Source: an optimization exercise on an open RTL-to-GDS flow (aim: small area, a short achievable clock period and few clock cycles). Production flows keep margins and buffers that such runs may drop. In this exercise RTL edits were held to simulation tests only and were not proved equivalent to the original. Power is estimated from default activity; no workload was simulated.

**flow/flow/run.sh**
```bash
#!/bin/bash
set -euo pipefail
export SETUP_SLACK_MARGIN=5.6
export BUFFER_PORTS_ARGS="-buffer_cell sky130_fd_sc_hd__buf_2"
bash standard.sh > standard.log 2>&1
```
**flow/standard.sh**
```bash
#!/bin/bash
# synth_recipe.tcl (not shown) runs the flow's synth.tcl, then flattens the netlist and writes it again
# the make line also repeats each setting of config.mk as NAME=value (left out here)
make -C /OpenROAD-flow-scripts/flow DESIGN_CONFIG=/design/flow/config.mk WORK_HOME=/design/flow/orfs CLKGATE_MAP_FILE= SYNTH_SCRIPT=/design/flow/synth_recipe.tcl "${@:-finish}"
```
**flow/config.mk**
```make
export PLATFORM = sky130hd
export DESIGN_NAME = elc3_core
export DESIGN_NICKNAME = elc3_core
export VERILOG_FILES = /design/flow/design.v
export SDC_FILE = /design/flow/constraint.sdc
export NUM_CORES = 4
export LEC_CHECK = 0
export ABC_AREA = 1
export CAP_MARGIN = 20
export CORE_MARGIN = 2
export CORE_UTILIZATION = 55
export GPL_TIMING_DRIVEN = 1
export PLACE_DENSITY = 0.72
export SLEW_MARGIN = 20
export TNS_END_PERCENT = 100
```
**flow/constraint.sdc**
```tcl
create_clock -name core_clock -period 10.0 [get_ports {clk}]
set_input_delay 2.0000 -clock core_clock [delete_from_list [all_inputs] [get_ports {clk}]]
set_output_delay 2.0000 -clock core_clock [all_outputs]
set_load 0.01 [all_outputs]
```
**flow/design.v**
```verilog
module Register #(N = 16)
(
    input   logic           Clk, Reset,
    input   logic           Load,
    input   logic   [N-1:0] In,
    output  logic   [N-1:0] Out
);
    logic   [N-1:0] Next;
    always_ff @(posedge Clk) begin
        Out <= Next;
    end
    always_comb begin
        Next = Out;
        if (Reset)
            Next = {N{1'b0}};
        else if (Load)
            Next = In;
    end
endmodule
module RShiftRegister #(N = 16)
(
    input   logic           Clk, Reset,
    input   logic           Load,
    input   logic           ShiftEnable,
    input   logic           ShiftIn,
    input   logic   [N-1:0] In,
    output  logic           ShiftOut,
    output  logic   [N-1:0] Out
);
    logic   [N-1:0] Next;
    always_ff @(posedge Clk) begin
        Out <= Next;
    end
    always_comb begin
        Next = Out;
        if (Reset)
            Next = {N{1'b0}};
        else if (Load)
            Next = In;
        else if (ShiftEnable)
            Next = { ShiftIn, Out[N-1:1] };
    end
    assign ShiftOut = Out[0];
endmodule
module Mux_2to1 #(N = 16)
(
    input   logic           Select,
    input   logic   [N-1:0] In0, In1,
    output  logic   [N-1:0] Out
);
    always_comb begin
        case (Select)
            1'b0:   Out = In0;
            1'b1:   Out = In1;
        endcase
    end
endmodule
module Mux_4to1 #(N = 16)
(
    input   logic   [1:0]   Select,
    input   logic   [N-1:0] In0, In1, In2, In3,
    output  logic   [N-1:0] Out
);
    always_comb begin
        case (Select)
            2'b00:  Out = In0;
            2'b01:  Out = In1;
            2'b10:  Out = In2;
            2'b11:  Out = In3;
        endcase
    end
endmodule
module Mux_8to1 #(N = 16)
(
    input   logic   [2:0]   Select,
    input   logic   [N-1:0] In0, In1, In2, In3, In4, In5, In6, In7,
    output  logic   [N-1:0] Out
);
    always_comb begin
        case (Select)
            3'b000: Out = In0;
            3'b001: Out = In1;
            3'b010: Out = In2;
            3'b011: Out = In3;
            3'b100: Out = In4;
            3'b101: Out = In5;
            3'b110: Out = In6;
            3'b111: Out = In7;
        endcase
    end
endmodule
module DeMux_1to8 #(N = 16)
(
    input   logic   [2:0]   Select,
    input   logic   [N-1:0] In,
    output  logic   [N-1:0] Out0, Out1, Out2, Out3, Out4, Out5, Out6, Out7
);
    always_comb begin
        Out0 = {N{1'b0}};
        Out1 = {N{1'b0}};
        Out2 = {N{1'b0}};
        Out3 = {N{1'b0}};
        Out4 = {N{1'b0}};
        Out5 = {N{1'b0}};
        Out6 = {N{1'b0}};
        Out7 = {N{1'b0}};
        case (Select)
            3'b000: Out0 = In;
            3'b001: Out1 = In;
            3'b010: Out2 = In;
            3'b011: Out3 = In;
            3'b100: Out4 = In;
            3'b101: Out5 = In;
            3'b110: Out6 = In;
            3'b111: Out7 = In;
        endcase
    end
endmodule
module MuxOneHot_5to1 #(N = 16)
(
    input   logic   [4:0]   Select,
    input   logic   [N-1:0] In0, In1, In2, In3, In4,
    output  logic   [N-1:0] Out
);
    always_comb begin
        unique case (Select)
            5'b00001:   Out = In0;
            5'b00010:   Out = In1;
            5'b00100:   Out = In2;
            5'b01000:   Out = In3;
            5'b10000:   Out = In4;
            default:    Out = {N{1'b0}};
        endcase
    end
endmodule
module ALU
(
    input   logic   [1:0]   Fn,
    input   logic   [15:0]  A, B,
    output  logic   [15:0]  Out
);
    always_comb begin
        case (Fn)
            2'b00:  Out = A + B;     
            2'b01:  Out = A & B;     
            2'b10:  Out = ~A;        
            2'b11:  Out = A;         
        endcase
    end
endmodule
module RegisterFile
(
    input   logic           Clk, Reset,
    input   logic           LD_REG,              
    input   logic   [2:0]   DR, SR1, SR2,        
    input   logic   [15:0]  In,                  
    output  logic   [15:0]  SR1_Out, SR2_Out     
);
    logic           R0_Ld,  R1_Ld,  R2_Ld,  R3_Ld,  R4_Ld,  R5_Ld,  R6_Ld,  R7_Ld;
    logic   [15:0]  R0_In,  R1_In,  R2_In,  R3_In,  R4_In,  R5_In,  R6_In,  R7_In;
    logic   [15:0]  R0_Out, R1_Out, R2_Out, R3_Out, R4_Out, R5_Out, R6_Out, R7_Out;
    Register        _R0(.Clk(Clk), .Reset(Reset), .In(R0_In), .Out(R0_Out), .Load(R0_Ld));
    Register        _R1(.Clk(Clk), .Reset(Reset), .In(R1_In), .Out(R1_Out), .Load(R1_Ld));
    Register        _R2(.Clk(Clk), .Reset(Reset), .In(R2_In), .Out(R2_Out), .Load(R2_Ld));
    Register        _R3(.Clk(Clk), .Reset(Reset), .In(R3_In), .Out(R3_Out), .Load(R3_Ld));
    Register        _R4(.Clk(Clk), .Reset(Reset), .In(R4_In), .Out(R4_Out), .Load(R4_Ld));
    Register        _R5(.Clk(Clk), .Reset(Reset), .In(R5_In), .Out(R5_Out), .Load(R5_Ld));
    Register        _R6(.Clk(Clk), .Reset(Reset), .In(R6_In), .Out(R6_Out), .Load(R6_Ld));
    Register        _R7(.Clk(Clk), .Reset(Reset), .In(R7_In), .Out(R7_Out), .Load(R7_Ld));
    DeMux_1to8      _DRSelect
    (
        .In(In),
        .Out0(R0_In),
        .Out1(R1_In),
        .Out2(R2_In),
        .Out3(R3_In),
        .Out4(R4_In),
        .Out5(R5_In),
        .Out6(R6_In),
        .Out7(R7_In),
        .Select(DR)
    );
    DeMux_1to8 #(1) _LDSelect
    (
        .In(LD_REG),
        .Out0(R0_Ld),
        .Out1(R1_Ld),
        .Out2(R2_Ld),
        .Out3(R3_Ld),
        .Out4(R4_Ld),
        .Out5(R5_Ld),
        .Out6(R6_Ld),
        .Out7(R7_Ld),
        .Select(DR)
    );
    Mux_8to1        _SR1_OutMux
    (
        .In0(R0_Out),
        .In1(R1_Out),
        .In2(R2_Out),
        .In3(R3_Out),
        .In4(R4_Out),
        .In5(R5_Out),
        .In6(R6_Out),
        .In7(R7_Out),
        .Out(SR1_Out),
        .Select(SR1)
    );
    Mux_8to1        _SR2_OutMux
    (
        .In0(R0_Out),
        .In1(R1_Out),
        .In2(R2_Out),
        .In3(R3_Out),
        .In4(R4_Out),
        .In5(R5_Out),
        .In6(R6_Out),
        .In7(R7_Out),
        .Out(SR2_Out),
        .Select(SR2)
    );
endmodule
module Multiplier
(
    input   logic           Clk, Reset,
    input   logic           Run,
    input   logic   [7:0]   A, B,
    output  logic           Ready,
    output  logic   [15:0]  Out
);
    logic   [8:0]   Sum;             
    logic   [8:0]   MUL;             
    logic   [7:0]   A_Out, B_Out;    
    logic   [8:0]   A_Out_SEXT;      
    logic   [7:0]   AMUX_Out;        
    logic           A0;              
    logic           X;               
    logic           M;               
    logic           LD_A;            
    logic           LD_B;            
    logic           LD_MUL;          
    logic           LD_X;            
    logic           CLR_A;           
    logic           SH;              
    logic           AMUX;            
    logic           ADDMUX;          
    assign LD_X = M & LD_A;          
    assign AMUX = M;                 
    assign Out = { A_Out, B_Out };   
    RShiftRegister #(8) _A
    (
        .Clk(Clk),
        .Reset(Reset | CLR_A),   
        .In(AMUX_Out),
        .Out(A_Out),
        .Load(LD_A),             
        .ShiftIn(X),
        .ShiftOut(A0),
        .ShiftEnable(SH)
    );
    RShiftRegister #(8) _B
    (
        .Clk(Clk),
        .Reset(Reset),
        .In(B),
        .Out(B_Out),
        .Load(LD_B),             
        .ShiftIn(A0),
        .ShiftOut(M),
        .ShiftEnable(SH)
    );
    Register #(9)       _MUL
    (
        .Clk(Clk),
        .Reset(Reset),
        .In({ {1{A[7]}}, A }),    
        .Out(MUL),
        .Load(LD_MUL)
    );
    Register #(1)       _X
    (
        .Clk(Clk),
        .Reset(Reset | CLR_A),   
        .In(Sum[8]),
        .Out(X),
        .Load(LD_X)
    );
    Mux_2to1 #(8)       _AMUX
    (
        .In0(A_Out),
        .In1(Sum[7:0]),
        .Out(AMUX_Out),
        .Select(AMUX)
    );
    assign A_Out_SEXT = { {1{A_Out[7]}}, A_Out };    
    Mux_2to1 #(9)       _ADDMUX
    (
        .In0(A_Out_SEXT + MUL),  
        .In1(A_Out_SEXT - MUL),  
        .Out(Sum),
        .Select(ADDMUX)
    );
    logic   [3:0]   Counter, Counter_Next;
    logic           Done;
    enum logic [1:0]
    {
        Wait,
        Load,
        Multiply,
        Halt
    } State, Next_State;
    always_ff @(posedge Clk) begin
        if (Reset) begin
            Counter <= 4'h0;
            State <= Wait;
        end
        else begin
            Counter <= Counter_Next;
            State <= Next_State;
        end
    end
    always_comb begin
        Next_State = State;
        case (State)
            Wait:       Next_State = (Run) ? Load : Wait;
            Load:       Next_State = Multiply;
            Multiply:   Next_State = (Done) ? Halt : Multiply;
            Halt:       Next_State = Wait;
        endcase
    end
    always_comb begin
        CLR_A = 1'b0;
        LD_A = 1'b0;
        LD_B = 1'b0;
        LD_MUL = 1'b0;
        ADDMUX = 1'b0;
        SH = 1'b0;
        Ready = 1'b0;
        Done = 1'b0;
        Counter_Next = Counter;
        case (State)
            Wait: begin
            end
            Load: begin
                CLR_A = 1'b1;
                LD_B = 1'b1;
                LD_MUL = 1'b1;
                Counter_Next = 4'h0;
            end
            Multiply: begin
                if (Counter == 4'hE) begin
                    ADDMUX = 1'b1;
                end
                if (Counter == 4'hF) begin
                    Done = 1'b1;
                    SH = 1'b1;
                end
                else begin
                    Counter_Next = Counter + 4'h1;
                    if (Counter % 2 == 0)
                        LD_A = 1'b1;
                    else
                        SH = 1'b1;
                end
            end
            Halt: begin
                Ready = 1'b1;
            end
        endcase
    end
endmodule
module Datapath
(
    input   logic           Clk, Reset,
    input   logic   [15:0]  In,                                                   
    input   logic           LD_MAR, LD_MDR, LD_IR, LD_BEN, LD_REG, LD_CC, LD_PC,  
    input   logic           GatePC, GateMDR, GateMUL, GateALU, GateMARMUX,        
    input   logic           ADDR1MUX,                                             
    input   logic   [1:0]   ADDR2MUX, PCMUX, DRMUX, SR1MUX,                       
    input   logic           SR2MUX, MARMUX,                                       
    input   logic   [1:0]   ALUK,                                                 
    input   logic           MIO_EN,                                               
    input   logic           MUL_EN,                                               
    output  logic   [15:0]  Out,                                                  
    output  logic   [15:0]  Address,                                              
    output  logic           MUL_R,                                                
    output  logic           BEN,                                                  
    output  logic           IR_5,                                                 
	output  logic           IR_11,												  
    output  logic   [3:0]   IR_15_12,                                             
    output  logic   [15:0]  PC, IR,  
    input   logic   [15:0]  PC_In    
);
    logic   [15:0]  Bus;                                 
    logic   [3:0]   Gate;                                
    logic   [15:0]  MAR, MDR ;                    
    logic   [2:0]   SR1MUX_Out, DRMUX_Out;               
    logic   [15:0]  SR2MUX_Out;                          
    logic   [15:0]  MARMUX_Out, MDRMUX_Out, PCMUX_Out;   
    logic   [15:0]  ADDR1MUX_Out, ADDR2MUX_Out;          
    logic   [15:0]  ALU;                                 
    logic   [15:0]  MUL;                                 
    logic   [15:0]  SR1, SR2;                            
    logic           BEN_In;                              
    logic           N, Z, P;                             
    logic           N_In, Z_In, P_In;                    
    assign IR_5     = IR[5];
	assign IR_11	= IR[11];
    assign IR_15_12 = IR[15:12];
    assign Out      = MDR;                               
    assign Address  = MAR;                               
    assign N_In = Bus[15];
    assign Z_In = (Bus == 16'h0000) ? 1'b1 : 1'b0;
    assign P_In = ~N_In & ~Z_In;
    assign BEN_In = (IR[11] & N) | (IR[10] & Z) | (IR[9] & P);
    Register        _MAR
    (
        .Clk(Clk),
        .Reset(Reset),
        .In(Bus),
        .Out(MAR),
        .Load(LD_MAR)
    );
    Register        _MDR
    (
        .Clk(Clk),
        .Reset(Reset),
        .In(MDRMUX_Out),
        .Out(MDR),
        .Load(LD_MDR)
    );
    Register        _IR
    (
        .Clk(Clk),
        .Reset(Reset),
        .In(Bus),
        .Out(IR),
        .Load(LD_IR)
    );
    Register        _PC
    (
        .Clk(Clk),
        .Reset(Reset),
        .In(PCMUX_Out),
        .Out(PC),
        .Load(LD_PC)
    );
    Register #(1)   _BEN
    (
        .Clk(Clk),
        .Reset(Reset),
        .In(BEN_In),
        .Out(BEN),
        .Load(LD_BEN)
    );
    Register #(1)   _N
    (
        .Clk(Clk),
        .Reset(Reset),
        .In(N_In),
        .Out(N),
        .Load(LD_CC)
    );
    Register #(1)   _Z
    (
        .Clk(Clk),
        .Reset(Reset),
        .In(Z_In),
        .Out(Z),
        .Load(LD_CC)
    );
    Register #(1)   _P
    (
        .Clk(Clk),
        .Reset(Reset),
        .In(P_In),
        .Out(P),
        .Load(LD_CC)
    );
    RegisterFile    _GenPurposeRegs
    (
        .Clk(Clk),
        .Reset(Reset),
        .In(Bus),
        .LD_REG(LD_REG),
        .DR(DRMUX_Out),
        .SR1(SR1MUX_Out),
        .SR2(IR[2:0]),
        .SR1_Out(SR1),
        .SR2_Out(SR2)
    );
    ALU             _ALU
    (
        .A(SR1),
        .B(SR2MUX_Out),
        .Fn(ALUK),
        .Out(ALU)
    );
    Multiplier      _MUL
    (
        .Clk(Clk),
        .Reset(Reset),
        .A(SR1[7:0]),
        .B(SR2MUX_Out[7:0]),
        .Out(MUL),
        .Run(MUL_EN),
        .Ready(MUL_R)
    );
    Mux_4to1 #(3)   _DRMUX
    (
        .In0(IR[11:9]),
        .In1(3'b111),
        .In2(3'b110),
        .In3(3'b000),    
        .Out(DRMUX_Out),
        .Select(DRMUX)
    );
    Mux_4to1 #(3)   _SR1MUX
    (
        .In0(IR[11:9]),
        .In1(IR[8:6]),
        .In2(3'b110),
        .In3(3'b000),    
        .Out(SR1MUX_Out),
        .Select(SR1MUX)
    );
    Mux_2to1        _SR2MUX
    (
        .In0(SR2),
        .In1({ {11{IR[4]}}, IR[4:0] }),  
        .Out(SR2MUX_Out),
        .Select(SR2MUX)
    );
    Mux_4to1        _PCMUX
    (
        .In0(PC + 16'd1),
        .In1(Bus),
        .In2(ADDR1MUX_Out + ADDR2MUX_Out),
        .In3(PC_In),      
        .Out(PCMUX_Out),
        .Select(PCMUX)
    );
    Mux_2to1        _ADDR1MUX
    (
        .In0(PC),
        .In1(SR1),
        .Out(ADDR1MUX_Out),
        .Select(ADDR1MUX)
    );
    Mux_4to1        _ADDR2MUX
    (
        .In0(16'h0000),
        .In1({ {10{IR[ 5]}}, IR[ 5:0] }),    
        .In2({ { 7{IR[ 8]}}, IR[ 8:0] }),    
        .In3({ { 5{IR[10]}}, IR[10:0] }),    
        .Out(ADDR2MUX_Out),
        .Select(ADDR2MUX)
    );
    Mux_2to1        _MARMUX
    (
        .In0({ {8{1'b0}}, IR[7:0] }),        
        .In1(ADDR1MUX_Out + ADDR2MUX_Out),
        .Out(MARMUX_Out),
        .Select(MARMUX)
    );
    Mux_2to1        _MDRMUX
    (
        .In0(Bus),
        .In1(In),
        .Out(MDRMUX_Out),
        .Select(MIO_EN)
    );
    MuxOneHot_5to1  _GateMux
    (
        .In0(MARMUX_Out),
        .In1(ALU),
        .In2(MUL),
        .In3(MDR),
        .In4(PC),
        .Out(Bus),
        .Select({ GatePC, GateMDR, GateMUL, GateALU, GateMARMUX })
    );
endmodule
module ControlUnit
(
    input   logic           Clk, Reset,
    input   logic           Run, Continue, Step,
    input   logic           DoHalt,
    input   logic           MUL_R,
    input   logic           BEN,
    input   logic           IR_5,
    input   logic           IR_11,
    input   logic   [3:0]   IR_15_12,
    output  logic           LD_MAR, LD_MDR, LD_IR, LD_BEN, LD_REG, LD_CC, LD_PC,
    output  logic           GatePC, GateMDR, GateMUL, GateALU, GateMARMUX,
    output  logic           ADDR1MUX,
    output  logic   [1:0]   ADDR2MUX, PCMUX, DRMUX, SR1MUX,
    output  logic           SR2MUX, MARMUX,
    output  logic   [1:0]   ALUK,
    output  logic           MIO_EN, R_W,
    output  logic           MUL_EN,
    output  logic           Halted, Paused, InvalidOp,   
    output  logic   [3:0]   Opcode   
);
    assign Opcode = IR_15_12;
    assign SR2MUX = IR_5;
    enum logic [7:0]
    {
        State_00        = 8'd0,
        State_01        = 8'd1,
        State_02        = 8'd2,
        State_03        = 8'd3,
        State_04        = 8'd4,
        State_05        = 8'd5,
        State_06        = 8'd6,
        State_07        = 8'd7,
        State_09        = 8'd9,
        State_10        = 8'd10,
        State_11        = 8'd11,
        State_12        = 8'd12,
        State_13        = 8'd013,
        State_13_nR     = 8'd113,
        State_13_R      = 8'd213,
        State_14        = 8'd14,
        State_15        = 8'd15,
        State_16_nR1    = 8'd016,    
        State_16_nR2    = 8'd116,
        State_16_R      = 8'd216,    
        State_18        = 8'd18,
        State_20        = 8'd20,
        State_21        = 8'd21,
        State_22        = 8'd22,
        State_23        = 8'd23,
        State_24_nR1    = 8'd024,
        State_24_nR2    = 8'd124,
        State_24_R      = 8'd224,
        State_25_nR1    = 8'd025,
        State_25_nR2    = 8'd125,
        State_25_R      = 8'd225,
        State_26        = 8'd26,
        State_27        = 8'd27,
        State_28_nR1    = 8'd028,
        State_28_nR2    = 8'd128,
        State_28_R      = 8'd228,
        State_29_nR1    = 8'd029,
        State_29_nR2    = 8'd129,
        State_29_R      = 8'd229,
        State_30        = 8'd30,
        State_31        = 8'd31,
        State_32        = 8'd32,
        State_33_nR1    = 8'd033,
        State_33_nR2    = 8'd133,
        State_33_R      = 8'd233,
        State_35        = 8'd35,
        INVALID         = 8'd253,
        START           = 8'd254,
        HALT            = 8'd255
    } State, Next_State;
    always_ff @(posedge Clk) begin
        if (Reset || DoHalt)
            State <= HALT;
        else
            State <= Next_State;
    end
    always_comb begin
        Next_State = State;      
        case (State)
            State_18:       Next_State = State_33_nR1;
            State_33_nR1:   Next_State = State_33_nR2;
            State_33_nR2:   Next_State = State_33_R;
            State_33_R:     Next_State = State_35;
            State_35: begin
                if (Step && ~Continue)
                    Next_State = State_35;
                else
                    Next_State = State_32;
            end
            State_32: begin
                if (Step && Continue)
                    Next_State = State_32;
                else begin
                    case (Opcode)
                        4'b0000:    Next_State = State_00;       
                        4'b0001:    Next_State = State_01;       
                        4'b0010:    Next_State = State_02;       
                        4'b0011:    Next_State = State_03;       
                        4'b0100:    Next_State = State_04;       
                        4'b0101:    Next_State = State_05;       
                        4'b0110:    Next_State = State_06;       
                        4'b0111:    Next_State = State_07;       
                        4'b1001:    Next_State = State_09;       
                        4'b1010:    Next_State = State_10;       
                        4'b1011:    Next_State = State_11;       
                        4'b1100:    Next_State = State_12;       
                        4'b1101:    Next_State = State_13;       
                        4'b1110:    Next_State = State_14;       
                        4'b1111:    Next_State = State_15;       
                        default:    Next_State = INVALID;        
                    endcase
                end
            end
            State_00:       Next_State = (BEN) ? State_22 : State_18;    
            State_22:       Next_State = State_18;
            State_01:       Next_State = State_18;
            State_02:       Next_State = State_25_nR1;
            State_03:       Next_State = State_23;
            State_04:       Next_State = (IR_11) ? State_21 : State_20;  
            State_20:       Next_State = State_18;
            State_21:       Next_State = State_18;
            State_05:       Next_State = State_18;
            State_06:       Next_State = State_25_nR1;
            State_07:       Next_State = State_23;
            State_09:       Next_State = State_18;
            State_10:       Next_State = State_24_nR1;
            State_24_nR1:   Next_State = State_24_nR2;
            State_24_nR2:   Next_State = State_24_R;
            State_24_R:     Next_State = State_26;
            State_26:       Next_State = State_25_nR1;
            State_11:       Next_State = State_29_nR1;
            State_29_nR1:   Next_State = State_29_nR2;
            State_29_nR2:   Next_State = State_29_R;
            State_29_R:     Next_State = State_31;
            State_31:       Next_State = State_23;
            State_12:       Next_State = State_18;
            State_13:       Next_State = State_13_nR;
            State_13_nR:    Next_State = (MUL_R) ? State_13_R : State_13_nR;
            State_13_R:     Next_State = State_18;
            State_14:       Next_State = State_18;
            State_15:       Next_State = State_28_nR1;
            State_28_nR1:   Next_State = State_28_nR2;
            State_28_nR2:   Next_State = State_28_R;
            State_28_R:     Next_State = State_30;
            State_30:       Next_State = State_18;
            State_23:       Next_State = State_16_nR1;
            State_16_nR1:   Next_State = State_16_nR2;
            State_16_nR2:   Next_State = State_16_R;
            State_16_R:     Next_State = State_18;
            State_25_nR1:   Next_State = State_25_nR2;
            State_25_nR2:   Next_State = State_25_R;
            State_25_R:     Next_State = State_27;
            State_27:       Next_State = State_18;
            INVALID: begin
                if (Continue)
                    Next_State = HALT;
                else
                    Next_State = INVALID;
            end
            START: begin
                if (~Run)
                    Next_State = State_18;
                else
                    Next_State = START;
            end
            HALT: begin
                if (Run)
                    Next_State = START;
                else
                    Next_State = HALT;
            end
        endcase
    end
    always_comb begin
        LD_MAR      = 1'b0;
        LD_MDR      = 1'b0;
        LD_IR       = 1'b0;
        LD_BEN      = 1'b0;
        LD_REG      = 1'b0;
        LD_CC       = 1'b0;
        LD_PC       = 1'b0;
        GatePC      = 1'b0;
        GateMDR     = 1'b0;
        GateMUL     = 1'b0;
        GateALU     = 1'b0;
        GateMARMUX  = 1'b0;
        ADDR1MUX    = 1'b0;
        ADDR2MUX    = 2'b00;
        PCMUX       = 2'b00;
        DRMUX       = 2'b00;
        SR1MUX      = 2'b00;
        MARMUX      = 1'b0;
        ALUK        = 2'b00;
        MIO_EN      = 1'b0;
        R_W         = 1'b0;
        MUL_EN      = 1'b0;
        Halted      = 1'b0;
        Paused      = 1'b0;
        InvalidOp   = 1'b0;
        case (State)
            State_18: begin 
                GatePC = 1'b1;       
                LD_MAR = 1'b1;       
                PCMUX = 2'b00;       
                LD_PC = 1'b1;        
            end
            State_33_nR1:
                MIO_EN = 1'b1;       
            State_33_nR2:
                MIO_EN = 1'b1;       
            State_33_R: begin 
                MIO_EN = 1'b1;       
                LD_MDR = 1'b1;       
            end
            State_35: begin 
                GateMDR = 1'b1;      
                LD_IR = 1'b1;        
                Paused = 1'b1;
            end
            State_32:
                LD_BEN = 1'b1;       
            State_00: begin
            end
            State_22: begin
                ADDR1MUX = 1'b0;
                ADDR2MUX = 2'b10;
                PCMUX = 2'b10;
                LD_PC = 1'b1;
            end
            State_01: begin
                DRMUX = 2'b00;
                SR1MUX = 2'b01;
                ALUK = 2'b00;
                GateALU = 1'b1;
                LD_REG = 1'b1;
                LD_CC = 1'b1;
            end
            State_02: begin
                ADDR1MUX = 1'b0;
                ADDR2MUX = 2'b10;
                MARMUX = 1'b1;
                GateMARMUX = 1'b1;
                LD_MAR = 1'b1;
            end
            State_03: begin
                ADDR1MUX = 1'b0;
                ADDR2MUX = 2'b10;
                MARMUX = 1'b1;
                GateMARMUX = 1'b1;
                LD_MAR = 1'b1;
            end
            State_04: begin
                DRMUX = 2'b01;
                GatePC = 1'b1;
                LD_REG = 1'b1;
            end
            State_20: begin
                SR1MUX = 2'b01;
                ADDR1MUX = 1'b1;
                ADDR2MUX = 2'b00;
                PCMUX = 2'b10;
                LD_PC = 1'b1;
            end
            State_21: begin
                PCMUX = 2'b10;
                ADDR1MUX = 1'b0;
                ADDR2MUX = 2'b11;
                LD_PC = 1'b1;
            end
            State_05: begin
                DRMUX = 2'b00;
                SR1MUX = 2'b01;
                ALUK = 2'b01;
                GateALU = 1'b1;
                LD_REG = 1'b1;
                LD_CC = 1'b1;
            end
            State_06: begin
                SR1MUX = 2'b01;
                ADDR1MUX = 1'b1;
                ADDR2MUX = 2'b01;
                MARMUX = 1'b1;
                GateMARMUX = 1'b1;
                LD_MAR = 1'b1;
            end
            State_07: begin
                SR1MUX = 2'b01;
                ADDR1MUX = 1'b1;
                ADDR2MUX = 2'b01;
                MARMUX = 1'b1;
                GateMARMUX = 1'b1;
                LD_MAR = 1'b1;
            end
            State_09: begin
                DRMUX = 2'b00;
                SR1MUX = 2'b01;
                ALUK = 2'b10;
                GateALU = 1'b1;
                LD_REG = 1'b1;
                LD_CC = 1'b1;
            end
            State_10: begin
                ADDR1MUX = 1'b0;
                ADDR2MUX = 2'b10;
                MARMUX = 1'b1;
                GateMARMUX = 1'b1;
                LD_MAR = 1'b1;
            end
            State_24_nR1: begin
                MIO_EN = 1'b1;
            end
            State_24_nR2: begin
                MIO_EN = 1'b1;
            end
            State_24_R: begin
                MIO_EN = 1'b1;
                LD_MDR = 1'b1;
            end
            State_26: begin
                GateMDR = 1'b1;
                LD_MAR = 1'b1;
            end
            State_11: begin
                ADDR1MUX = 1'b0;
                ADDR2MUX = 2'b10;
                MARMUX = 1'b1;
                GateMARMUX = 1'b1;
                LD_MAR = 1'b1;
            end
            State_29_nR1: begin
                MIO_EN = 1'b1;
            end
            State_29_nR2: begin
                MIO_EN = 1'b1;
            end
            State_29_R: begin
                MIO_EN = 1'b1;
                LD_MDR = 1'b1;
            end
            State_31: begin
                LD_MAR = 1'b1;
                GateMDR = 1'b1;
            end
            State_12: begin
                SR1MUX = 2'b01;
                ADDR1MUX = 1'b1;
                ADDR2MUX = 2'b00;
                PCMUX = 2'b10;
                LD_PC = 1'b1;
            end
            State_13: begin
                SR1MUX = 2'b01;
                MUL_EN = 1'b1;
            end
            State_13_nR: begin
                SR1MUX = 2'b01;
            end
            State_13_R: begin
                DRMUX = 2'b00;
                GateMUL = 1'b1;
                LD_REG = 1'b1;
                LD_CC = 1'b1;
            end
            State_14: begin
                DRMUX = 2'b00;
                ADDR1MUX = 1'b0;
                ADDR2MUX = 2'b10;
                MARMUX = 1'b1;
                GateMARMUX = 1'b1;
                LD_REG = 1'b1;
                LD_CC = 1'b1;
            end
            State_15: begin
                MARMUX = 1'b0;
                GateMARMUX = 1'b1;
                LD_MAR = 1'b1;
            end
            State_28_nR1: begin
                MIO_EN = 1'b1;
                DRMUX = 2'b01;
                GatePC = 1'b1;
                LD_REG = 1'b1;
            end
            State_28_nR2: begin
                MIO_EN = 1'b1;
                DRMUX = 2'b01;
                GatePC = 1'b1;
                LD_REG = 1'b1;
            end
            State_28_R: begin
                MIO_EN = 1'b1;
                DRMUX = 2'b01;
                GatePC = 1'b1;
                LD_REG = 1'b1;
                LD_MDR = 1'b1;
            end
            State_30: begin
                GateMDR = 1'b1;
                PCMUX = 2'b01;
                LD_PC = 1'b1;
            end
            State_23: begin
                SR1MUX = 2'b00;
                ALUK = 2'b11;
                GateALU = 1'b1;
                LD_MDR = 1'b1;
            end
            State_16_nR1: begin
                MIO_EN = 1'b1;
                R_W = 1'b1;
            end
            State_16_nR2: begin
                MIO_EN = 1'b1;
                R_W = 1'b1;
            end
            State_16_R: begin
                MIO_EN = 1'b0;
                R_W = 1'b0;
            end
            State_25_nR1: begin
                MIO_EN = 1'b1;
            end
            State_25_nR2: begin
                MIO_EN = 1'b1;
            end
            State_25_R: begin
                MIO_EN = 1'b1;
                LD_MDR = 1'b1;
            end
            State_27: begin
                GateMDR = 1'b1;
                LD_REG = 1'b1;
                LD_CC = 1'b1;
            end
            INVALID:
                InvalidOp = 1'b1;
            HALT: begin
                Halted = 1'b1;
                PCMUX = 2'b11;   
                LD_PC = 1'b1;
                LD_CC = 1'b1;
            end
        endcase
    end
endmodule
module MemoryControlUnit
(
    input   logic           Clk, Reset,
    input   logic           MIO_EN,
    input   logic           R_W,
    input   logic   [15:0]  Address,
    input   logic   [15:0]  Data_FromSRAM,
    input   logic   [15:0]  Data_FromCPU,
    input   logic   [15:0]  Data_FromKeyboard,
    input   logic           Keypress,
    input   logic           DisplayReady,
    output  logic           DisplayWE,
    output  logic           Mem_CE, Mem_OE, Mem_WE,
    output  logic           Mem_LB, Mem_UB,
    output  logic           DoHalt,
    output  logic   [15:0]  Data_ToSRAM,
    output  logic   [15:0]  Data_ToCPU,
    output  logic   [15:0]  Data_ToVideo
);
    logic           LD_KBSR;
    logic           LD_DDR;
    logic           LD_DSR;
    logic           CLR_KBSR;
    logic           CLR_DSR;
    logic   [15:0]  KBDR, KBSR;
    logic   [15:0]  DDR, DSR;
    logic           DisplayWE_Out;
    assign LD_KBSR = Keypress && Data_FromKeyboard != 16'h0000;
    assign LD_DSR = DisplayReady;
    logic   [1:0]   INMUX;
    assign Data_ToSRAM = Data_FromCPU;
    assign Data_ToVideo = DDR;
    assign Mem_CE = 1'b1;
    assign Mem_LB = 1'b1;
    assign Mem_UB = 1'b1;
    always_ff @(posedge Clk) begin
        if (Reset)
            DisplayWE <= 1'b0;
        else
            DisplayWE <= DisplayWE_Out;
    end
    always_comb begin
        CLR_KBSR        = 1'b0;
        CLR_DSR         = 1'b0;
        LD_DDR          = 1'b0;
        INMUX           = 2'b00;
        Mem_OE          = 1'b0;
        Mem_WE          = 1'b0;
        DisplayWE_Out   = 1'b0;
        DoHalt          = 1'b0;
        unique case (Address)
            16'hFE00: begin
                if (MIO_EN) begin
                    INMUX = 2'b01;
                end
            end
            16'hFE02: begin
                if (MIO_EN && !R_W) begin
                    INMUX = 2'b10;
                    CLR_KBSR = 1'b1;
                end
            end
            16'hFE04: begin
                if (MIO_EN && !R_W) begin
                    INMUX = 2'b11;
                end
            end
            16'hFE06: begin
                if (MIO_EN && R_W) begin
                    LD_DDR = 1'b1;
                    CLR_DSR = 1'b1;
                    DisplayWE_Out = 1'b1;
                end
            end
            16'hFFFF: begin
                if (MIO_EN && R_W)
                    DoHalt = 1'b1;
            end
            default : begin
                if (MIO_EN) begin
                    if (R_W)
                        Mem_WE = 1'b1;
                    else begin
                        Mem_OE = 1'b1;
                        INMUX = 2'b00;
                    end
                end
            end
        endcase
    end
    Register        _KBDR
    (
        .Clk(Clk),
        .Reset(Reset),
        .In(Data_FromKeyboard),
        .Out(KBDR),
        .Load(~KBSR[15])
    );
    Register        _KBSR
    (
        .Clk(Clk),
        .Reset(Reset | CLR_KBSR),
        .In(16'h8000),
        .Out(KBSR),
        .Load(LD_KBSR)
    );
    Register        _DDR
    (
        .Clk(Clk),
        .Reset(Reset),
        .In(Data_FromCPU),
        .Out(DDR),
        .Load(LD_DDR)
    );
    Register        _DSR
    (
        .Clk(Clk),
        .Reset(Reset | CLR_DSR),
        .In(16'h8000),
        .Out(DSR),
        .Load(LD_DSR)
    );
    Mux_4to1        _INMUX
    (
        .In0(Data_FromSRAM),
        .In1(KBSR),
        .In2(KBDR),
        .In3(DSR),
        .Out(Data_ToCPU),
        .Select(INMUX)
    );
endmodule
module Synchronizer #(N = 1)
(
    input   logic           Clk,
    input   logic   [N-1:0] In,
    output  logic   [N-1:0] Out
);
    always_ff @(posedge Clk) begin
        Out <= In;
    end
endmodule
module elc3_core
(
    input   logic           clk,
    input   logic           reset,
    input   logic           run,
    input   logic           cont,
    input   logic           step,
    input   logic   [15:0]  start_pc,
    output  logic           halted,
    output  logic           paused,
    output  logic           invalid_op,
    output  logic   [15:0]  pc,
    output  logic   [15:0]  ir,
    output  logic   [15:0]  mem_addr,
    output  logic           mem_oe,
    output  logic           mem_we,
    output  logic   [15:0]  mem_wdata,
    input   logic   [15:0]  mem_rdata,
    input   logic   [7:0]   key_data,
    input   logic           key_valid,
    input   logic           disp_ready,
    output  logic           disp_we,
    output  logic   [7:0]   disp_data
);
    logic s_halt, s_f, s_e, s_p, s_ml, s_ms, s_mi, s_mt, s_inv;
    logic n_halt, n_f, n_e, n_p, n_ml, n_ms, n_mi, n_mt, n_inv;
    logic [15:0] PC, A, IR, WD;
    logic [7:0][15:0] R;
    logic N, Z, P;
    assign P = ~N & ~Z;
    logic [2:0] pdr;         
    logic       pst;         
    logic       oe, we, dwe, haltf;
    logic [1:0] rsel;        
    logic io_hi, io_kbsr, io_kbdr, io_dsr, io_ddr, io_halt, io_any;
    assign io_hi   = A[15:9] == 7'h7F;
    assign io_kbsr = io_hi & A[8:0] == 9'h000;
    assign io_kbdr = io_hi & A[8:0] == 9'h002;
    assign io_dsr  = io_hi & A[8:0] == 9'h004;
    assign io_ddr  = io_hi & A[8:0] == 9'h006;
    assign io_halt = io_hi & A[8:0] == 9'h1FF;
    assign io_any  = io_hi & ((A[8:3] == 6'd0 & ~A[0]) | A[8:0] == 9'h1FF);
    assign oe    = ~s_ms & ~io_any;
    assign we    = s_ms & ~io_any;
    assign dwe   = s_ms & io_ddr;
    assign haltf = io_halt;
    assign rsel  = io_kbdr ? 2'd2 : io_dsr ? 2'd3 : (io_kbsr | io_ddr | io_halt) ? 2'd1 : 2'd0;
    logic       kbsr, dsr;
    assign halted     = s_halt;
    assign paused     = s_p;
    assign invalid_op = s_inv;
    assign pc         = PC;
    assign ir         = IR;
    assign mem_addr   = A;
    assign mem_oe     = oe;
    assign mem_we     = we;
    assign mem_wdata  = WD;
    assign disp_we    = dwe;
    assign disp_data  = WD[7:0];
    logic [15:0] mem_in;
    always_comb begin
        case (rsel)
            2'd0: mem_in = mem_rdata;
            2'd1: mem_in = {kbsr, 15'd0};
            2'd2: mem_in = {8'd0, key_data};
            default: mem_in = {dsr, 15'd0};
        endcase
    end
    logic [3:0] op;
    assign op = IR[15:12];
    logic o_br, o_add, o_ld, o_st, o_jsr, o_and, o_ldr, o_str, o_rti, o_not,
          o_ldi, o_sti, o_jmp, o_mul, o_lea, o_trap;
    assign o_br   = op == 4'd0;
    assign o_add  = op == 4'd1;
    assign o_ld   = op == 4'd2;
    assign o_st   = op == 4'd3;
    assign o_jsr  = op == 4'd4;
    assign o_and  = op == 4'd5;
    assign o_ldr  = op == 4'd6;
    assign o_str  = op == 4'd7;
    assign o_rti  = op == 4'd8;
    assign o_not  = op == 4'd9;
    assign o_ldi  = op == 4'd10;
    assign o_sti  = op == 4'd11;
    assign o_jmp  = op == 4'd12;
    assign o_mul  = op == 4'd13;
    assign o_lea  = op == 4'd14;
    assign o_trap = op == 4'd15;
    logic [2:0]  sr2a;       
    logic [15:0] sr1, sr2, op2;
    assign sr1  = R[IR[8:6]];
    assign sr2  = R[sr2a];
    assign op2  = IR[5] ? {{11{IR[4]}}, IR[4:0]} : sr2;
    logic        pd_base_sr1, pd_sr2;
    logic [15:0] base, offs, immv, sum;
    logic [3:0]  pd_imm;     
    assign immv = ({16{pd_imm[0]}} & {{11{IR[4]}}, IR[4:0]}) |
                  ({16{pd_imm[1]}} & {{10{IR[5]}}, IR[5:0]}) |
                  ({16{pd_imm[2]}} & {{7{IR[8]}}, IR[8:0]}) |
                  ({16{pd_imm[3]}} & {{5{IR[10]}}, IR[10:0]});
    assign offs = pd_sr2 ? sr2 : immv;
    assign base = pd_base_sr1 ? sr1 : PC;
    add16 u_add (.a(base), .b(offs), .s(sum));
    logic [15:0] a_xor_b, a_or_b;
    assign a_xor_b = base ^ offs;
    assign a_or_b  = base | offs;
    logic [1:0]  mcnt;
    logic        mlast;
    logic [2:0]  mdig;
    logic        b_one, b_two, b_neg;
    logic [9:0]  mh, mpp, mhn;
    logic [15:0] prod;
    assign mlast = mcnt == 2'd3;
    always_comb begin
        case (mcnt)
            2'd0: mdig = {op2[1:0], 1'b0};
            2'd1: mdig = op2[3:1];
            2'd2: mdig = op2[5:3];
            default: mdig = op2[7:5];
        endcase
    end
    assign b_one = mdig[1] ^ mdig[0];
    assign b_two = (mdig[2] & ~mdig[1] & ~mdig[0]) | (~mdig[2] & mdig[1] & mdig[0]);
    assign b_neg = mdig[2] & ~(mdig[1] & mdig[0]);
    assign mh    = (mcnt == 2'd0) ? 10'd0 : WD[15:6];
    assign mpp   = ((b_one ? {{2{sr1[7]}}, sr1[7:0]} : 10'd0) |
                    (b_two ? {sr1[7], sr1[7:0], 1'b0} : 10'd0)) ^ {10{b_neg}};
    add10 u_madd (.a(mh), .b(mpp), .cin(b_neg), .s(mhn));
    assign prod  = {mhn, WD[5:0]};
    logic [15:0] eres, andv;
    logic        sel_sum, sel_and, sel_not, sel_mul, sel_pc, sel_ld;
    assign andv    = sr1 & op2;
    assign sel_ld  = s_ml & ~reset;
    assign sel_and = s_e & o_and & ~reset;
    assign sel_not = s_e & o_not & ~reset;
    assign sel_mul = s_e & o_mul & ~reset;
    assign sel_pc  = s_e & (o_jsr | o_trap) & ~reset;
    assign sel_sum = s_e & (o_add | o_lea) & ~reset;
    assign eres = ({16{sel_and}} & andv) | ({16{sel_not}} & ~sr1) |
                  ({16{sel_mul}} & prod) | ({16{sel_pc}} & PC);
    logic z_sum, z_oth;
    assign z_sum = &(~(a_xor_b ^ {a_or_b[14:0], 1'b0}));    
    assign z_oth = ~|(eres | ({16{sel_ld}} & mem_in));
    logic ben;
    assign ben = (IR[11] & N) | (IR[10] & Z) | (IR[9] & P);
    logic e_mem, e_redirect, e_wr, e_cc;
    assign e_mem      = o_ld | o_st | o_ldr | o_str | o_ldi | o_sti;
    assign e_redirect = (o_br & ben) | o_jmp | (o_jsr & (IR[11] | IR[8:6] != 3'd7));
    assign e_wr       = o_add | o_and | o_not | o_mul | o_lea | o_jsr | o_trap;
    assign e_cc       = o_add | o_and | o_not | o_mul | o_lea;
    logic        wr_en, cc_en;
    logic [2:0]  wr_a;
    logic [15:0] wr_d;
    assign wr_en = (s_e & e_wr & (~o_mul | mlast)) | s_ml;
    assign cc_en = (s_e & e_cc & (~o_mul | mlast)) | s_ml;
    assign wr_a  = s_ml ? pdr : ((o_jsr | o_trap) ? 3'd7 : IR[11:9]);
    assign wr_d  = eres | ({16{sel_ld}} & mem_in) | ({16{sel_sum}} & sum);
    logic [15:0] PC1;
    inc16 u_inc (.a(PC), .s(PC1));
    logic [15:0] nA, nPC;
    logic refetch;
    logic a_start, a_pc1, a_sum, a_pc, a_min, a_vect, a_hold;
    assign refetch = A == PC;
    assign a_start = s_halt;
    assign a_pc1   = (s_f & ~run) | s_ml | (s_ms & ~haltf & ~refetch) |
                     (s_e & ~o_rti & ~o_trap & ~e_mem & ~e_redirect & (~o_mul | mlast));
    assign a_sum   = s_e & ~o_rti & ~o_trap & (e_mem | e_redirect);
    assign a_pc    = s_ms & ~haltf & refetch;
    assign a_min   = s_mi | s_mt;
    assign a_vect  = s_e & o_trap;
    assign a_hold  = ~(a_start | a_pc1 | a_sum | a_pc | a_min | a_vect);
    assign nPC = ({16{a_start}} & start_pc) | ({16{a_pc1}} & PC1) |
                 ({16{a_sum & e_redirect}} & sum) | ({16{s_mt}} & mem_in);
    assign nA = ({16{a_start}} & start_pc) | ({16{a_pc1}} & PC1) | ({16{a_sum}} & sum) |
                ({16{a_pc}} & PC) | ({16{a_min}} & mem_in) | ({16{a_vect}} & {8'd0, IR[7:0]}) |
                ({16{a_hold}} & A);
    logic        ld_ir, ld_pc;
    always_comb begin
        n_halt = 1'b0; n_f = 1'b0; n_e = 1'b0; n_p = 1'b0; n_ml = 1'b0;
        n_ms = 1'b0; n_mi = 1'b0; n_mt = 1'b0; n_inv = 1'b0;
        ld_ir = 1'b0;
        ld_pc = 1'b0;
        if (s_halt) begin
            ld_pc = 1'b1;
            if (run) n_f = 1'b1; else n_halt = 1'b1;
        end
        if (s_f) begin
            ld_ir = 1'b1;
            if (run) n_f = 1'b1;
            else begin
                ld_pc = 1'b1;
                if (step) n_p = 1'b1; else n_e = 1'b1;
            end
        end
        if (s_p) begin
            if (cont) n_e = 1'b1; else n_p = 1'b1;
        end
        if (s_e) begin
            if (o_rti) n_inv = 1'b1;
            else if (o_trap) begin
                n_mt = 1'b1;
            end else if (e_mem) begin
                ld_ir = 1'b1;
                if (o_ldi | o_sti) n_mi = 1'b1;
                else if (o_ld | o_ldr) n_ml = 1'b1;
                else n_ms = 1'b1;
            end else if (e_redirect) begin
                ld_pc = 1'b1;
                n_f = 1'b1;
            end else if (o_mul & ~mlast) begin
                n_e = 1'b1;
            end else begin
                ld_pc = 1'b1; ld_ir = 1'b1;
                if (step) n_p = 1'b1; else n_e = 1'b1;
            end
        end
        if (s_ml) begin
            ld_pc = 1'b1;
            if (step) n_p = 1'b1; else n_e = 1'b1;
        end
        if (s_ms) begin
            if (haltf) n_halt = 1'b1;
            else if (refetch) begin
                n_f = 1'b1;      
            end else begin
                ld_pc = 1'b1;
                if (step) n_p = 1'b1; else n_e = 1'b1;
            end
        end
        if (s_mi) begin
            if (pst) n_ms = 1'b1; else n_ml = 1'b1;
        end
        if (s_mt) begin
            ld_pc = 1'b1;
            n_f = 1'b1;
        end
        if (s_inv) begin
            if (cont) n_halt = 1'b1; else n_inv = 1'b1;
        end
    end
    always_ff @(posedge clk) begin
        if (reset) begin
            s_halt <= 1'b1; s_f <= 1'b0; s_e <= 1'b0; s_p <= 1'b0; s_ml <= 1'b0;
            s_ms <= 1'b0; s_mi <= 1'b0; s_mt <= 1'b0; s_inv <= 1'b0;
        end else begin
            s_halt <= n_halt; s_f <= n_f; s_e <= n_e; s_p <= n_p; s_ml <= n_ml;
            s_ms <= n_ms; s_mi <= n_mi; s_mt <= n_mt; s_inv <= n_inv;
        end
        A <= nA;
        if (ld_pc) PC <= nPC;
        if (ld_ir) begin
            IR   <= mem_in;
            sr2a <= (mem_in[13] & mem_in[12]) ? mem_in[11:9] : mem_in[2:0];
            pd_sr2 <= mem_in[15:12] == 4'd1 && !mem_in[5];
            pd_imm[0] <= mem_in[15:12] == 4'd1;
            pd_imm[1] <= mem_in[15:12] == 4'd6 || mem_in[15:12] == 4'd7;
            pd_imm[2] <= mem_in[15:12] != 4'd1 && mem_in[15:12] != 4'd6 &&
                         mem_in[15:12] != 4'd7 && mem_in[15:12] != 4'd4 &&
                         mem_in[15:12] != 4'd12;
            pd_imm[3] <= mem_in[15:12] == 4'd4 && mem_in[11];
            pd_base_sr1 <= mem_in[15:12] == 4'd1 || mem_in[15:12] == 4'd6 ||
                           mem_in[15:12] == 4'd7 || mem_in[15:12] == 4'd12 ||
                           (mem_in[15:12] == 4'd4 && !mem_in[11]);
        end
        if (s_e & e_mem) begin
            pdr <= IR[11:9];
            pst <= o_sti;
        end
        if (s_e & e_mem)
            WD <= sr2;
        else if (s_e & o_mul)
            WD <= {mhn[9], mhn[9], mhn[9:2], mhn[1:0], WD[5:2]};
        mcnt <= (s_e & o_mul) ? mcnt + 2'd1 : 2'd0;
    end
    always_ff @(posedge clk) begin
        if (s_halt) begin
            N <= 1'b0; Z <= 1'b1;
        end else if (cc_en) begin
            N <= wr_d[15];
            Z <= sel_sum ? z_sum : z_oth;
        end
    end
    logic [15:0] wr_d0;
    assign wr_d0 = wr_d;     
    genvar gi;
    generate
        for (gi = 0; gi < 8; gi++) begin : g_r
            always_ff @(posedge clk)
                if (reset | (wr_en & wr_a == gi)) R[gi] <= wr_d0;
        end
    endgenerate
    always_ff @(posedge clk) begin
        if (reset | (s_mi | s_ml | s_mt | s_f | s_e) & rsel == 2'd2)
            kbsr <= 1'b0;
        else if (key_valid && key_data != 8'd0)
            kbsr <= 1'b1;
        if (reset | dwe)
            dsr <= 1'b0;
        else if (disp_ready)
            dsr <= 1'b1;
    end
endmodule
module add16
(
    input   logic   [15:0]  a, b,
    output  logic   [15:0]  s
);
    logic [15:0] g0, p0, g1, p1, g2, p2, g3, p3, g4;
    assign g0 = a & b;
    assign p0 = a ^ b;
    assign g1 = g0 | (p0 & {g0[14:0], 1'b0});
    assign p1 = p0 & {p0[14:0], 1'b0};
    assign g2 = g1 | (p1 & {g1[13:0], 2'b0});
    assign p2 = p1 & {p1[13:0], 2'b0};
    assign g3 = g2 | (p2 & {g2[11:0], 4'b0});
    assign p3 = p2 & {p2[11:0], 4'b0};
    assign g4 = g3 | (p3 & {g3[7:0], 8'b0});
    assign s  = p0 ^ {g4[14:0], 1'b0};
endmodule
module add10
(
    input   logic   [9:0]   a, b,
    input   logic           cin,
    output  logic   [9:0]   s
);
    logic [10:0] g0, p0, g1, p1, g2, p2, g3, p3, g4;
    assign g0 = {a & b, cin};
    assign p0 = {a ^ b, 1'b0};
    assign g1 = g0 | (p0 & {g0[9:0], 1'b0});
    assign p1 = p0 & {p0[9:0], 1'b0};
    assign g2 = g1 | (p1 & {g1[8:0], 2'b0});
    assign p2 = p1 & {p1[8:0], 2'b0};
    assign g3 = g2 | (p2 & {g2[6:0], 4'b0});
    assign p3 = p2 & {p2[6:0], 4'b0};
    assign g4 = g3 | (p3 & {g3[2:0], 8'b0});
    assign s  = p0[10:1] ^ g4[9:0];
endmodule
module inc16
(
    input   logic   [15:0]  a,
    output  logic   [15:0]  s
);
    logic [15:0] c1, c2, c4, c8;
    assign c1 = {a[14:0], 1'b1};
    assign c2 = c1 & {c1[14:0], 1'b1};
    assign c4 = c2 & {c2[13:0], 2'b11};
    assign c8 = c4 & {c4[11:0], 4'hF};
    assign s  = a ^ (c8 & {c8[7:0], 8'hFF});
endmodule
```
==> impl_metrics.json, run 1 <==
{
  "antenna_left": 0,
  "setup_slack_ns": 5.69,
  "worstHoldStart": "mcnt[0]$_SDFF_PN0_",
  "startpoint_type": "input pin",
  "cp_max_fo": 11,
  "grt_pass1_wl_um": 75800,
  "n_antenna_cell": 0,
  "arrival_ns": 4.77,
  "hold_ws_ns": 0.465,
  "syn_inst": 1916,
  "io_buffers": 124,
  "ios": 125,
  "finalCritPeriodShare_pct": 43.1,
  "powerDensity_mw_per_mm2": 155,
  "ys_ff_latch": 220,
  "critPathKind": "input pin to flip-flop",
  "yosys_most_used_dff": "edfxtp_1",
  "grt_pass1_vias": 13127,
  "firstDrtPassIters": 6,
  "finalHoldViolations": 0,
  "finalWirelength_um": 52900,
  "drive_above_1_share_pct": 15.7,
  "drt_iter0_markers": 2209,
  "cts_tree": "done",
  "drv_slew": 0,
  "routedWlPerCell_um": 22.1,
  "path_clk_slew_ns": 0.06,
  "htreeDepth": 1,
  "die_area_sq_mm": 0.0282,
  "crit_path_end_kind": "flip-flop",
  "cts_buffers": 25,
  "yosysSeqAreaShare_pct": 42.5,
  "synth-edff-count": 189,
  "coreArea_sq_mm": 0.0267,
  "initial_core_util_pct": 55.4,
  "clock_latency_ns": 0.57,
  "slew_headroom_pct": 17.3,
  "tns_ns": 0,
  "syn2layout_area_growth_pct": 15.0,
  "synth.avg_cell_area_sq_um": 7.73,
  "async_flop_share_pct": 0,
  "r2r_end": "Z$_SDFFE_PP1P_",
  "synth_top_area_cell": "edfxtp_1",
  "grt_max_degree": 93,
  "synthesis.area_sq_mm": 0.0148,
  "worst_pin_slew_ns": 1.23,
  "vdd_drop_max_v": 0.000123,
  "gp_congestion": 1.04,
  "rsz0062_at_grt": "yes",
  "syn-num-nets": 2009,
  "vias_per_cell": 6.21,
  "r2r_cells": 28,
  "min_delay_path_depth": 1,
  "dieWidth_um": 168,
  "p_leak_nw": 7.60,
  "dp_worst_setup_slack_ns": 4.59,
  "worstHoldEndpoint": "mcnt[0]$_SDFF_PN0_",
  "fillCellCount": 2371,
  "netlist_top_cells_area": "edfxtp_1 (38%), nand2_1 (9.8%), inv_1 (7.4%)",
  "cts_buffer_depth": 3,
  "setup_viol": 0,
  "dp_hpwl_um": 36600,
  "yosys_warnings": 1,
  "status": "finished clean",
  "reg2reg_slack_ns": 5.73,
  "drc_errors": 0,
  "ctsHoldBuffers": 0,
  "via_count": 14862,
  "synth_cell_type_count": 60,
  "synth.most_common_cell": "nand2_1",
  "maxCapViolCount": 0,
  "synth_top_cell_area_share_pct": 38.3,
  "hold_class": "flip-flop to flip-flop",
  "fin_nets": 2128,
  "cts.sinks": 220,
  "track_usage_pct": 35.2,
  "grt.overflow.total": 0,
  "power.total_w": 0.00264,
  "antenna_found_initial": 2,
  "row_count": 60,
  "cts_root_buf": "clkbuf_16",
  "netlist_top_cells_count": "nand2_1 (388), inv_1 (291), edfxtp_1 (189), o21ai_0 (172), a21oi_1 (152)",
  "r2r-start": "sr2a[2]$_DFFE_PP_",
  "final_core_util_pct": 63.7,
  "period_minus_slack_ns": 4.31,
  "skew_ns": 0.0202,
  "max_freq_ghz": 0.232,
  "die_h_um": 168,
  "critPathRequiredTime_ns": 10.45
}
==> cells by family after synthesis <==
logic type / share of synthesized area [%]
XOR/XNOR: 2.43
flip-flops: 42.5
AO/OA/AOI/OAI: 18.8
adder cells (fa/ha/maj): 3.94
buffers and inverters: 10.7
AND/OR/NAND/NOR: 21.6
==> layout by cell type, fill, tap and decap left out, drive strengths merged, types with 7 or more instances in the layout <==
cell type / Yosys / layout
o22ai: 17 / 17
nor3: 22 / 22
nand4: 7 / 7
a211oi: 9 / 9
a22oi: 9 / 9
clkbuf: 38 / 35
dfxtp: 31 / 31
o2111ai: 9 / 9
inv: 302 / 301
nand2: 400 / 400
xnor2: 10 / 10
o221ai: 16 / 16
xor2: 31 / 31
a32oi: 8 / 8
buf: 47 / 171
edfxtp: 189 / 189
o21ai: 185 / 185
ha: 45 / 45
clkinv: 2 / 17
nand3: 147 / 147
nor2: 156 / 156
a21oi: 154 / 154
a221oi: 7 / 7
o211ai: 34 / 34
==> sequential cells by signal (all words and copies together), names as in the netlist, 2 cells and up <==
signal,cells
IR,16
R,128
pd_imm,4
pdr,3
PC,16
A,16
mcnt,2
sr2a,3
WD,16
==> final cells by class <==
| cell class | instances | area (sq um) | area share (%) |
|---|---|---|---|
| Timing Repair Buffer | 175 | 1160 | 6.83 |
| Tap cell | 341 | 427 | 2.51 |
| Inverter | 304 | 1210 | 7.12 |
| Sequential cell | 220 | 6300 | 37.0 |
| Clock inverter | 15 | 109 | 0.639 |
| Clock buffer | 31 | 648 | 3.81 |
| Multi-Input combinational cell | 1307 | 7160 | 42.0 |
| Timing Repair inverter | 2 | 17.5 | 0.103 |
==> worst max-delay path, cell delays in order <==
cell and delay, ns:
buf_2 0.19, nor2_2 0.25, nand2_1 0.12, nor2_2 0.28
inv_1 0.23, nor2_4 0.24, inv_1 0.20, nor3b_1 0.31
nor2_1 0.10, nand2_1 0.07, nor2_1 0.04, nand2_1 0.05
nor2_1 0.07, nand3_1 0.08, nor2_1 0.05, nand2_1 0.07
nor2_1 0.06, nand3_1 0.08, nor2_1 0.05, nand2_1 0.06
nand2_1 0.06, nand2_1 0.05, nand2_1 0.04
==> how the worst max path moves through the flow <==
| stage | from | to | slack [ns] | cells past startpoint |
|---|---|---|---|---|
| finish | reset | Z$_SDFFE_PP1P_ | 5.69 | 23 |
| global route | sr2a[0]$_DFFE_PP_ | Z$_SDFFE_PP1P_ | 5.50 | 31 |
| CTS | IR[7]$_DFFE_PP_ | R[29]$_DFFE_PP_ | 5.61 | 20 |
| detailed placement | sr2a[0]$_DFFE_PP_ | R[108]$_DFFE_PP_ | 4.59 | 27 |
| global placement | sr2a[0]$_DFFE_PP_ | R[108]$_DFFE_PP_ | 4.69 | 27 |
| floorplan | sr2a[0]$_DFFE_PP_ | R[111]$_DFFE_PP_ | 6.18 | 24 |
==> routing by layer <==
metal	global-route usage [%]	vias to the layer above	wire, um
li1	-	6726	-
met1	49.8	6919	20800
met2	53.0	1046	22900
met3	7.92	169	6890
met4	13.1	2	2260
met5	0	-	13
==> where the power goes <==
group          switching [W]  internal, W  leakage (nW)  total (W)
combinational       0.000450     0.000216          5.06   0.000666
clock               0.000383     0.000487         0.378   0.000869
sequential         0.0000558      0.00105          2.16    0.00111
total               0.000889      0.00175          7.60    0.00264
==> stage by stage <==
stage / cell area (sq um) / cells
floorplan: 14800 / 1916
global placement: 15600 / 2316
detailed placement: 15600 / 2316
CTS: 16500 / 2366
global route: 17000 / 2395
finish: 17000 / 2395
==> what timing repair did <==
| action | 4_1_cts | 5_1_grt |
|---|---|---|
| gates resized for setup | 36 | 69 |
| endpoints found under the setup margin | 130 | 81 |
| pin swaps | 0 | 17 |
| gates cloned | 0 | 9 |
| setup buffers | 4 | 19 |
| endpoints found under the hold margin | 0 | 0 |
Testbench counts, summed over its fixed seeds: cycles 232,092.
==> run 2, diff against run 1 <==
==> flow/flow/run.sh (replaced) <==
#!/bin/bash
set -euo pipefail
export SETUP_SLACK_MARGIN=5.8
export BUFFER_PORTS_ARGS="-buffer_cell sky130_fd_sc_hd__buf_2"
bash standard.sh > standard.log 2>&1
--- a/flow/config.mk
+++ b/flow/config.mk
@@ -9,7 +9,6 @@
 export CAP_MARGIN = 20
 export CORE_MARGIN = 2
 export CORE_UTILIZATION = 55
-export GPL_TIMING_DRIVEN = 1
 export PLACE_DENSITY = 0.72
 export SLEW_MARGIN = 20
 export TNS_END_PERCENT = 100
==> run 2 against run 1 <==
Still clean on timing, DRC and antenna. Sequential share of layout area shrank 1.3 points. Sequential power is essentially flat. Area after synthesis is the same. Non-clock buffer count grew 24. Flip-flop and latch count is the same. Combinational power grew 8.6%. Global-route usage grew 0.47 points. Clock skew shrank 0.0089 ns. Power grew 2.3%. Register-to-register slack gained 0.07 ns. Die area is the same. Critical endpoint unchanged. Largest cell class unchanged. Highest routed layer unchanged.
==> impl_metrics.json, run 2 <==
{
  "worstHoldEndpoint": "mcnt[0]$_SDFF_PN0_",
  "yosys_most_used_dff": "edfxtp_1",
  "placedCellCount": 2316,
  "crit_top_cell": "nand2_1",
  "dp_hpwl_um": 36600,
  "critPathRequiredTime_ns": 10.46,
  "finalWirelength_um": 54900,
  "cts_tree": "done",
  "sw_frac_of_total_pct": 34.0,
  "routedWlPerCell_um": 22.7,
  "pwr-share-seq_pct": 40.9,
  "reg2reg_slack_ns": 5.80,
  "crit_path_end_kind": "flip-flop",
  "powerDensity_mw_per_mm2": 153,
  "hold_class": "flip-flop to flip-flop",
  "netlist_top_cells_area": "edfxtp_1 (38%), nand2_1 (9.8%), inv_1 (7.4%)",
  "initial_core_util_pct": 55.4,
  "yosys_warnings": 1,
  "cts_buffers": 25,
  "finalCritPeriodShare_pct": 42.0,
  "r2r_end": "Z$_SDFFE_PP1P_",
  "gp_congestion": 1.04,
  "synth_cell_type_count": 60,
  "syn-num-nets": 2009,
  "critPathKind": "flip-flop to flip-flop",
  "cts_root_buf": "clkbuf_16",
  "clkPwrFrac_pct": 32.3,
  "drc_errors": 0,
  "ys_ff_latch": 220,
  "synth-edff-count": 189,
  "die_area_sq_mm": 0.0282,
  "syn2layout_area_growth_pct": 19.2,
  "syn_inst": 1916,
  "drive_above_1_share_pct": 19.8,
  "drt_iter0_markers": 2343,
  "io_buffers": 124,
  "antenna_left": 0,
  "p_switching_w": 0.000919,
  "synth.most_common_cell": "nand2_1",
  "htreeDepth": 1,
  "startpoint_type": "flip-flop",
  "slowest_stage": "edfxtp_1",
  "rsz0062_at_grt": "yes",
  "period_minus_slack_ns": 4.20,
  "via_count": 15200,
  "fin_nets": 2154,
  "max_freq_ghz": 0.238,
  "cts.sinks": 220,
  "grt_max_degree": 76,
  "largest_reg_flops": 128,
  "clock_latency_ns": 0.56,
  "p_leak_nw": 7.84,
  "track_usage_pct": 35.6,
  "antenna_found_initial": 2,
  "grt_pass1_wl_um": 76700,
  "dieWidth_um": 168,
  "n_antenna_cell": 0,
  "netlist_top_cells_count": "nand2_1 (388), inv_1 (291), edfxtp_1 (189), o21ai_0 (172), a21oi_1 (152)",
  "critical-path-max-stage-delay_ns": 0.45,
  "slew_headroom_pct": 20.8,
  "top_register": "R",
  "async_flop_share_pct": 0,
  "min_delay_path_depth": 1,
  "synth_top_area_cell": "edfxtp_1",
  "vias_per_cell": 6.28,
  "path_buf_inv": 5,
  "yosysSeqAreaShare_pct": 42.5,
  "synth_top_cell_area_share_pct": 38.3,
  "worstHoldStart": "mcnt[0]$_SDFF_PN0_",
  "comb_power_share_pct": 26.7,
  "arrival_ns": 4.65,
  "skew_ns": 0.0114,
  "row_count": 60,
  "synthesis.area_sq_mm": 0.0148,
  "ios": 125,
  "coreArea_sq_mm": 0.0267,
  "path_clk_slew_ns": 0.06,
  "tns_ns": 0,
  "final_core_util_pct": 66.1,
  "status": "finished clean",
  "maxCapViolCount": 0,
  "grt.overflow.total": 0,
  "ctsHoldBuffers": 0,
  "synth.avg_cell_area_sq_um": 7.73,
  "setup_viol": 0,
  "stdcell_count": 2421,
  "cts_buffer_depth": 3,
  "final_cell_mix": "nand2_1 (352), inv_1 (281), edfxtp_1 (189)",
  "finalHoldViolations": 0,
  "firstDrtPassIters": 7,
  "r2r-start": "sr2a[0]$_DFFE_PP_",
  "r2r_cells": 33,
  "die_h_um": 168,
  "layout_commonest_cell": "nand2_1",
  "worst_pin_slew_ns": 1.18,
  "vdd_drop_max_v": 0.000125,
  "grt_pass1_vias": 13211,
  "drv_slew": 0,
  "p_int_w": 0.00179,
  "cp_max_fo": 9,
  "crit_family": "simple AND/OR/NAND/NOR gates"
}
==> run 2: kinds of logic (layout without fill, tap and decap cells) <==
kind of cell | Yosys count | after routing | share of synthesized area (%)
AOI/OAI and AO/OA | 472 | 472 | 18.8
xor gates and xnor gates | 41 | 41 | 2.43
adders and majority gates | 46 | 46 | 3.94
buffers and inverters | 389 | 552 | 10.7
DFF | 220 | 220 | 42.5
and+or+nand+nor | 748 | 749 | 21.6
==> run 2: what timing repair did <==
action                                  4_1_cts  5_1_grt
gates resized for setup                      57      138
pin swaps                                     2       51
setup buffers                                 9       32
cloned                                        3       13
endpoints found under the setup margin      151       97
==> run 2: final cells by class <==
class,instances,area [sq um]
Fill cell,2270,9070
Tap cell,341,427
Inverter,304,1230
Clock buffer,31,648
Timing Repair inverter,3,33.8
Timing Repair Buffer,199,1460
Multi-Input combinational cell,1308,7460
Sequential cell,220,6300
Clock inverter,15,109
==> run 2: per-stage QoR <==
step | worst slack, ns | instance area [sq um] | hold WS (ns) | total power (W)
global route | 5.58 | 17700 | 0.485 | 0.00279
finish | 5.80 | 17700 | 0.470 | 0.00270
floorplan | 6.18 | 14800 | 0.433 | 0.00151
CTS | 5.79 | 16700 | 0.475 | 0.00259
global placement | 4.69 | 15600 | 0.447 | 0.00170
detailed placement | 4.59 | 15600 | 0.463 | 0.00171
==> run 2: power groups by stage <==
| stage | Sequential (W) | Combinational [W] | Clock, W |
|---|---|---|---|
| after detailed placement | 0.00112 | 0.000585 | 0 |
| after global placement | 0.00112 | 0.000579 | 0 |
| after CTS | 0.00110 | 0.000616 | 0.000867 |
| after global routing | 0.00111 | 0.000773 | 0.000910 |
| after floorplan | 0.00111 | 0.000399 | 0 |
| final | 0.00111 | 0.000723 | 0.000875 |
==> run 2: worst max path at each step <==
stage	depth (start not counted)	end	slack [ns]	start
6_report	33	Z$_SDFFE_PP1P_	5.80	sr2a[0]$_DFFE_PP_
5_1_grt	29	N$_SDFFE_PP0P_	5.58	sr2a[0]$_DFFE_PP_
4_1_cts	23	R[31]$_DFFE_PP_	5.79	sr2a[2]$_DFFE_PP_
3_5_place_dp	27	R[108]$_DFFE_PP_	4.59	sr2a[0]$_DFFE_PP_
3_3_place_gp	27	R[108]$_DFFE_PP_	4.69	sr2a[0]$_DFFE_PP_
2_1_floorplan	24	R[111]$_DFFE_PP_	6.18	sr2a[0]$_DFFE_PP_
==> run 2: metal layers <==
| layer | vias up | GRT usage [%] | routed length [um] |
|---|---|---|---|
| met5 | - | 0 | 13 |
| met4 | 2 | 13.3 | 2560 |
| met3 | 193 | 7.71 | 7090 |
| met2 | 1135 | 53.8 | 23700 |
| met1 | 7088 | 50.6 | 21600 |
| li1 | 6782 | - | - |

-- static timing again, ports no longer ideal --
Ports are ideal in the flow. The routed layouts listed here were re-timed in OpenROAD. Step 1 assumes that a clkbuf_16 drives the clock port and a buf_2 every other input. Step 2 moves the port delays by t, midway between the first and last clock arrival at a register: inputs arrive t later, outputs are due t later. That takes back most of the time a late clock gives input paths. a / b / c = ideal / step 1 / step 2; a / b = the first two.
run	shift t [ns]	slack for setup (ns)	worst hold slack (ns)	latest minus earliest clock arrival (ns)
run 1	0.613	5.687 / 5.723 / 5.110	0.465 / 0.465 / 0.465	0.020 / 0.020
run 2	0.613	5.803 / 5.803 / 5.342	0.470 / 0.470 / 0.470	0.011 / 0.012
After both steps every run listed still meets setup and hold. For run 1, which loses most, drivers alone change the setup slack by +0.036 ns; drivers and shift together by -0.577 ns.
